Background: an optimization exercise with open tools, aiming at small area and a short achievable clock period. Do not read the settings as production practice.
Function was checked by simulation only, so behaviour that the tests miss may differ from the original.

## yarrow
==> flow/design.v (excerpt) <==
module eq_mix( lft_out, rht_out,
	       POT_LP, POT_B1, POT_B2, POT_B3, POT_HP, VOLUME,
	       lft_LP, rht_LP, lft_B1, rht_B1, lft_B2, rht_B2,
	       lft_B3, rht_B3, lft_HP, rht_HP, clk );
Size: ~330 I/O pins, ~0.061 mm^2 of cells after synthesis.
export LEC_CHECK = 0
export ABC_AREA = 1
export CAP_MARGIN = 20
export CORE_MARGIN = 2
export CORE_UTILIZATION = 45
export PLACE_DENSITY = 0.6
export SETUP_SLACK_MARGIN = 2.8
export SLEW_MARGIN = 20
create_clock -name core_clock -period 12.0 [get_ports {clk}]
standard.sh (not shown) runs the stock make flow with config.mk's settings and CLKGATE_MAP_FILE= SYNTH_SCRIPT=/design/flow/synth_recipe.tcl, a recipe that flattens the netlist after the stock synthesis.
==> flow/flow/run.sh <==
#!/bin/bash
# Standard ORFS layout, with one step added after synthesis: flow/polarity.py
# complements full adders (FA(~a,~b,~c) = ~FA(a,b,c)) to remove inverters that
# synthesis leaves around them, and folds inverters into the gates next to them.
# Registers and the rest of the flow are untouched.
set -euo pipefail
R=orfs/results/${FLOW_PLATFORM}/eq_mix/base
bash standard.sh synth > synth.log 2>&1
cp $R/1_2_yosys.v $R/1_2_yosys.standard.v
python3 flow/polarity.py $R/1_2_yosys.standard.v $R/1_2_yosys.pol.v > polarity.log 2>&1
mv $R/1_2_yosys.pol.v $R/1_2_yosys.v
rm -f $R/1_synth.odb $R/1_synth.sdc
# port buffers: a plain buf_2 instead of the delay buffer buffer_ports picks by default
bash standard.sh finish "BUFFER_PORTS_ARGS=-buffer_cell sky130_fd_sc_hd__buf_2" > layout.log 2>&1
Other scripts of this flow, unchanged in this note and not shown: flow/flow/polarity.py
yarrow: no failed stages, no open violations at the end
Relative to yarrow, the following input files were edited for maple:
-- flow/config.mk --
<<< yarrow, line 12
export PLACE_DENSITY = 0.6
export SETUP_SLACK_MARGIN = 2.8
export SLEW_MARGIN = 20
>>> maple, line 12
export PLACE_DENSITY = 0.6
export SETUP_SLACK_MARGIN = 2.5
export SLEW_MARGIN = 20
Results
- Critical path depth for maple: 4 down relative to yarrow
- Arrival time reported for the critical path endpoint ended up 0.13 ns higher on maple than on yarrow.
- Layout-stage area growth over the synthesis result in maple is 1.5 points below yarrow.
- Compared with yarrow, in maple sequential cell count ~0 delta, routed length on met2 lost about 0.4%.
--- input diff maple..pepper ---
-- flow/config.mk --
<<< maple, line 12
export PLACE_DENSITY = 0.6
export SETUP_SLACK_MARGIN = 2.5
export SLEW_MARGIN = 20
>>> pepper, line 12
export PLACE_DENSITY = 0.6
export SETUP_SLACK_MARGIN = 3.0
export SLEW_MARGIN = 20
## What came out
- maple → pepper: required arrival time at the worst endpoint was more or less identical, number of cells on the worst reg-to-reg path was more or less identical.
- The cell at the slowest stage of the critical path comes out fa_1 in one run and clkinvlp_2 in the other, namely in pepper and maple respectively.
- pepper vs maple — post-detailed-routing wire length climbed slightly
- pepper went all the way through synthesis, placement and routing and the layout is clean on timing, DRC and antenna.
- Summary of pepper over maple: initial detailed-routing violation count climbed 43; non-clock buffer count climbed 64.
- The launch point of the critical path comes out rht_sa[4]$_DFF_P_ in one run and VOLUME[8] in the other, namely in pepper and maple respectively.
Changes in quartz relative to pepper:
-- flow/flow/run.sh --
<<< pepper, line 12
rm -f $R/1_synth.odb $R/1_synth.sdc
# port buffers: a plain buf_2 instead of the delay buffer buffer_ports picks by default
bash standard.sh finish "BUFFER_PORTS_ARGS=-buffer_cell sky130_fd_sc_hd__buf_2" > layout.log 2>&1
>>> quartz, line 12
rm -f $R/1_synth.odb $R/1_synth.sdc
# port buffers: a plain buf_4 instead of the delay buffer buffer_ports picks by default
bash standard.sh finish "BUFFER_PORTS_ARGS=-buffer_cell sky130_fd_sc_hd__buf_4" > layout.log 2>&1
-- flow/config.mk --
<<< pepper, line 12
export PLACE_DENSITY = 0.6
export SETUP_SLACK_MARGIN = 3.0
export SLEW_MARGIN = 20
>>> quartz, line 12
export PLACE_DENSITY = 0.6
export SETUP_SLACK_MARGIN = 2.8
export SLEW_MARGIN = 20
### Flow results
Having completed the whole flow, quartz delivered a layout that passed the timing, design-rule and antenna checks.
Going from pepper to quartz, the number of stages on the worst setup path was found to have gone down by 4.2%.
[compare] base=pepper new=quartz: count of clock-buffer cells in the layout went down 2.
Min met2 track demand over resource in global routing across pepper and quartz: quartz
Comparing pepper and quartz, the higher via count of the first global-routing pass was measured on pepper.
Setup slack in quartz is smaller than in pepper.
quartz has routing usage on met1 above what pepper had.
Summary — met3 layer wire length in the routed design, quartz relative to pepper: lower, by about 6%.

## v6
eq_mix again, from the RTL that the note above started with.
Settings: LEC_CHECK=0, ABC_AREA=1, CAP_MARGIN=20, CORE_MARGIN=2, CORE_UTILIZATION=45, PLACE_DENSITY=0.6, SETUP_SLACK_MARGIN=3.0, SLEW_MARGIN=20; clock period 12.0 ns.
==> flow/flow/run.sh <==
#!/bin/bash
# Standard ORFS layout, with one step added after synthesis: flow/polarity.py
# complements full adders (FA(~a,~b,~c) = ~FA(a,b,c)) to remove inverters that
# synthesis leaves around them.  Registers and the rest of the flow are untouched.
set -euo pipefail
R=orfs/results/${FLOW_PLATFORM}/eq_mix/base
bash standard.sh synth > synth.log 2>&1
cp $R/1_2_yosys.v $R/1_2_yosys.standard.v
python3 flow/polarity.py $R/1_2_yosys.standard.v $R/1_2_yosys.pol.v > polarity.log 2>&1
mv $R/1_2_yosys.pol.v $R/1_2_yosys.v
rm -f $R/1_synth.odb $R/1_synth.sdc
bash standard.sh finish > layout.log 2>&1
==> flow/flow/polarity.py <==
#!/usr/bin/env python3
"""Remove inverters around full adders in a mapped sky130hd netlist.

A full adder is self-dual: FA(~a, ~b, ~c) = (~sum, ~cout).  Synthesis leaves many
inverters between full adders and between full adders and the logic around them.
This script chooses, for each full adder, whether to complement all of its pins,
so that as few inverters as possible are needed, and rewrites the netlist.  The
logic function of every net that is not internal to this rewrite is unchanged.

usage: polarity.py IN.v OUT.v
"""
import re
import sys
from collections import defaultdict

INV_RE = re.compile(r'^sky130_fd_sc_hd__(clk)?inv_\d+$')
FA_RE = re.compile(r'^sky130_fd_sc_hd__fa_\d+$')
OUT_PINS = {'X', 'Y', 'Q', 'Q_N', 'SUM', 'COUT', 'HI', 'LO'}

src = open(sys.argv[1]).read()

inst_re = re.compile(r'^  (sky130_fd_sc_hd__\w+) (\\\S+ |\S+) ?\((.*?)\n  \);\n', re.S | re.M)
pin_re = re.compile(r'\.(\w+)\((.*?)\)(?:,|\s*$)', re.M)

cells = []          # [type, name, {pin: net}]
spans = []
for m in inst_re.finditer(src):
    pins = {}
    for pm in pin_re.finditer(m.group(3)):
        pins[pm.group(1)] = pm.group(2).strip()
    cells.append([m.group(1), m.group(2), pins])
    spans.append((m.start(), m.end()))

header = src[:spans[0][0]]
assert 'sky130_fd_sc_hd__' not in header.split('*/', 1)[-1], 'unparsed cell before the first one'
footer = src[spans[-1][1]:]
between = [src[spans[i][1]:spans[i + 1][0]] for i in range(len(spans) - 1)]
assert all(b.strip() == '' for b in between), 'unexpected text between cells'

# ports
port_nets = set()
for m in re.finditer(r'^\s*(input|output|inout)\s+(\[\d+:\d+\]\s+)?(\S+?)\s*;', header, re.M):
    name = m.group(3)
    if m.group(2):
        hi, lo = map(int, re.findall(r'\d+', m.group(2)))
        for i in range(min(hi, lo), max(hi, lo) + 1):
            port_nets.add(f'{name}[{i}]')
    else:
        port_nets.add(name)

driver = {}
loads = defaultdict(list)   # net -> [(cell index, pin)]
for ci, (typ, name, pins) in enumerate(cells):
    for p, n in pins.items():
        if p in OUT_PINS:
            driver[n] = (ci, p)
        else:
            loads[n].append((ci, p))

is_inv = [bool(INV_RE.match(c[0])) for c in cells]
is_fa = [bool(FA_RE.match(c[0])) for c in cells]


def base_of(net):
    """(base net, polarity): net == base ^ polarity, following inverter chains."""
    pol = 0
    seen = 0
    while net in driver and is_inv[driver[net][0]] and seen < 10:
        net = cells[driver[net][0]][2]['A']
        pol ^= 1
        seen += 1
    return net, pol


# inverters whose output is a port keep their output net; treat them as ordinary cells
fixed_inv = set()
for ci in range(len(cells)):
    if is_inv[ci] and cells[ci][2]['Y'] in port_nets:
        fixed_inv.add(ci)
        is_inv[ci] = False

# loads of every base signal: (cell, pin, polarity of the original connection)
base_loads = defaultdict(list)
for ci, (typ, name, pins) in enumerate(cells):
    if is_inv[ci]:
        continue
    for p, n in pins.items():
        if p in OUT_PINS:
            continue
        b, pol = base_of(n)
        base_loads[b].append((ci, p, pol))

# a base net that is a port, or driven by a fa output that is a port, stays as it is
locked = [False] * len(cells)
for n in port_nets:
    if n in driver and is_fa[driver[n][0]]:
        locked[driver[n][0]] = True

flip = [0] * len(cells)


def native(b):
    """Polarity of the physical driver output of base b relative to its original value."""
    if b in driver and is_fa[driver[b][0]]:
        return flip[driver[b][0]]
    return 0


def cost(b):
    nat = native(b)
    for ci, p, pol in base_loads[b]:
        req = pol ^ (flip[ci] if is_fa[ci] else 0)
        if req != nat:
            return 1
    return 0


def touched(ci):
    out = set()
    for p, n in cells[ci][2].items():
        if p in OUT_PINS:
            out.add(n)
        else:
            out.add(base_of(n)[0])
    return out


fa_list = [ci for ci in range(len(cells)) if is_fa[ci] and not locked[ci]]
before = sum(cost(b) for b in list(base_loads))
for it in range(30):
    changed = 0
    for ci in fa_list:
        bs = touched(ci)
        c0 = sum(cost(b) for b in bs)
        flip[ci] ^= 1
        c1 = sum(cost(b) for b in bs)
        if c1 < c0:
            changed += 1
        else:
            flip[ci] ^= 1
    if not changed:
        break
after = sum(cost(b) for b in list(base_loads))

# rewrite
new_cells = []
inv_of = {}
k = 0
extra_wires = []


def inverted(net):
    global k
    if net not in inv_of:
        k += 1
        out = f'_pol{k}_'
        extra_wires.append(out)
        new_cells.append(['sky130_fd_sc_hd__inv_1', f'_polinv{k}_', {'A': net, 'Y': out}])
        inv_of[net] = out
    return inv_of[net]


for ci, (typ, name, pins) in enumerate(cells):
    if is_inv[ci]:
        continue
    newpins = {}
    for p, n in pins.items():
        if p in OUT_PINS:
            newpins[p] = n
            continue
        b, pol = base_of(n)
        req = pol ^ (flip[ci] if is_fa[ci] else 0)
        newpins[p] = b if req == native(b) else inverted(b)
    new_cells.append([typ, name, newpins])

# a removed inverter's output net may still be a port: make sure every port is driven
drv_new = {}
for typ, name, pins in new_cells:
    for p, n in pins.items():
        if p in OUT_PINS:
            drv_new[n] = name
for n in port_nets:
    if n in driver and n not in drv_new:
        raise SystemExit(f'port {n} lost its driver')


def fmt(n):
    return n + ' ' if n.startswith('\\') else n


out = [header]
for typ, name, pins in new_cells:
    items = list(pins.items())
    body = ',\n'.join(f'    .{p}({fmt(n)})' for p, n in items)
    out.append(f'  {typ} {name}{"" if name.endswith(" ") else " "}(\n{body}\n  );\n')
out.append(footer)
text = ''.join(out)
decl = ''.join(f'  wire {w};\n' for w in extra_wires)
# put the new wire declarations before the first cell
first = text.index('  sky130_fd_sc_hd__')
text = text[:first] + decl + text[first:]
open(sys.argv[2], 'w').write(text)
n_inv_before = sum(1 for c in cells if INV_RE.match(c[0]))
n_inv_after = sum(1 for c in new_cells if INV_RE.match(c[0]))
print(f'polarity: {sum(flip)} of {len(fa_list)} full adders complemented; '
      f'inverters {n_inv_before} -> {n_inv_after} (bases needing one {before} -> {after})')
v6: full flow OK, the timing, design-rule and antenna checks passed
### v6 -> v7
Settings: a change of CORE_UTILIZATION from 45 to 55; a change of PLACE_DENSITY from 0.6 to 0.7.
--- a/flow/flow/polarity.py
+++ b/flow/flow/polarity.py
@@ -174,2 +174,57 @@
     new_cells.append([typ, name, newpins])
+
+# absorb an inverter into the gate driving it when the inverter is that gate's only load
+TWIN = {
+    'nand2_1': 'and2_1', 'nor2_1': 'or2_1', 'a21oi_1': 'a21o_1', 'o21ai_0': 'o21a_1',
+    'o21ai_1': 'o21a_1', 'o221ai_1': 'o221a_1', 'xnor2_1': 'xor2_1', 'xor2_1': 'xnor2_1',
+    'a221oi_1': 'a221o_1', 'nand3_1': 'and3_1', 'o22ai_1': 'o22a_1', 'a31oi_1': 'a31o_1',
+    'o211ai_1': 'o211a_1', 'o21bai_1': 'o21ba_1', 'nand4_1': 'and4_1', 'a22oi_1': 'a22o_1',
+    'nor3_1': 'or3_1', 'a211oi_1': 'a211o_1', 'a21boi_0': 'a21bo_1', 'nand2b_1': 'and2b_1',
+    'nor2b_1': 'or2b_1',
+}
+P = 'sky130_fd_sc_hd__'
+nload = defaultdict(int)
+drv_i = {}
+for i, (typ, name, pins) in enumerate(new_cells):
+    for p, n in pins.items():
+        if p in OUT_PINS:
+            drv_i[n] = i
+        else:
+            nload[n] += 1
+dead = set()
+modified = set()
+absorbed = 0
+for i, (typ, name, pins) in enumerate(new_cells):
+    if not INV_RE.match(typ):
+        continue
+    a, y = pins['A'], pins['Y']
+    if a not in drv_i or nload[a] != 1 or a in port_nets:
+        continue
+    j = drv_i[a]
+    if j in dead or j in modified:
+        continue
+    modified.add(j)
+    dt, dn, dp = new_cells[j]
+    short = dt[len(P):]
+    if short in TWIN:
+        outp = 'Y' if 'Y' in dp else 'X'
+        # output pin of the twin: X for the non-inverting ones, Y for xnor2
+        twin = TWIN[short]
+        np = {p: n for p, n in dp.items() if p != outp}
+        np['Y' if twin == 'xnor2_1' else 'X'] = y
+        new_cells[j] = [P + twin, dn, np]
+        dead.add(i)
+        absorbed += 1
+    elif short == 'ha_1':
+        if dp.get('SUM') == a:
+            g1 = [P + 'xnor2_1', dn, {'A': dp['A'], 'B': dp['B'], 'Y': y}]
+            g2 = [P + 'and2_1', dn.rstrip() + '_c' + (' ' if dn.endswith(' ') else ''), {'A': dp['A'], 'B': dp['B'], 'X': dp['COUT']}]
+        else:
+            g1 = [P + 'xor2_1', dn, {'A': dp['A'], 'B': dp['B'], 'X': dp['SUM']}]
+            g2 = [P + 'nand2_1', dn.rstrip() + '_c' + (' ' if dn.endswith(' ') else ''), {'A': dp['A'], 'B': dp['B'], 'Y': y}]
+        new_cells[j] = g1
+        new_cells.append(g2)
+        dead.add(i)
+        absorbed += 1
+new_cells = [c for i, c in enumerate(new_cells) if i not in dead]
 
@@ -205,2 +260,3 @@
 print(f'polarity: {sum(flip)} of {len(fa_list)} full adders complemented; '
-      f'inverters {n_inv_before} -> {n_inv_after} (bases needing one {before} -> {after})')
+      f'inverters {n_inv_before} -> {n_inv_after} (bases needing one {before} -> {after}); '
+      f'{absorbed} absorbed into the gate driving them')
Findings:
Every run in the comparison, v7 and v6, completed the flow with a clean layout. Between v7 and v6, the cell count is higher for v6. Summary of v7 over v6: synthesis-to-finish area growth moved up, insertion delay of the later-clocked pin in the worst-skew pair moved down, wire length after detailed routing shrank by 3.7%, global-route usage went up, share of the final layout cell area in multi-input gates increased 2.7 points. The mean post-synth cell area in v7 was higher than what v6 gave. v6 → v7: worst setup margin decreased 160 ps, detailed-router iteration count before antenna repair increased 3.

[re-timing with driven ports]
No port has a modelled driver above. Below, the same layouts with a new extraction and two added sets of constraints. Step 1, drivers: a clkbuf_16 drives clk and a buf_2 each remaining input, both assumed. Step 2 adds t to the input delays and takes it off the output delays; t is the mean of the earliest and latest rising clock arrival at the registers after step 1. Input paths then give back, and output paths get back, about the clock's delay inside the block. Three values: no drivers, after step 1, after step 2; two values: the first two.
run	shift t [ns]	setup WS [ns]	worst setup path after step 2	clock arrival spread, ns	worst data-port slew with drivers (ns)
yarrow	0.579	2.779 / 2.735 / 2.744	input to register	0.024 / 0.023	0.12
maple	0.578	2.652 / 2.628 / 2.628	input to output	0.023 / 0.022	0.12
pepper	0.577	2.794 / 2.728 / 2.869	input to register	0.021 / 0.021	0.13
quartz	0.599	2.786 / 2.717 / 2.714	input to register	0.025 / 0.024	0.12
v6	0.627	2.856 / 2.796 / 2.703	input to register	0.033 / 0.033	0.09
v7	0.593	2.700 / 2.631 / 2.692	input to register	0.033 / 0.032	0.11
After both steps setup and hold are still met in every run listed. For v6, which loses most, drivers alone change the setup slack by -0.060 ns; drivers and shift together by -0.153 ns.
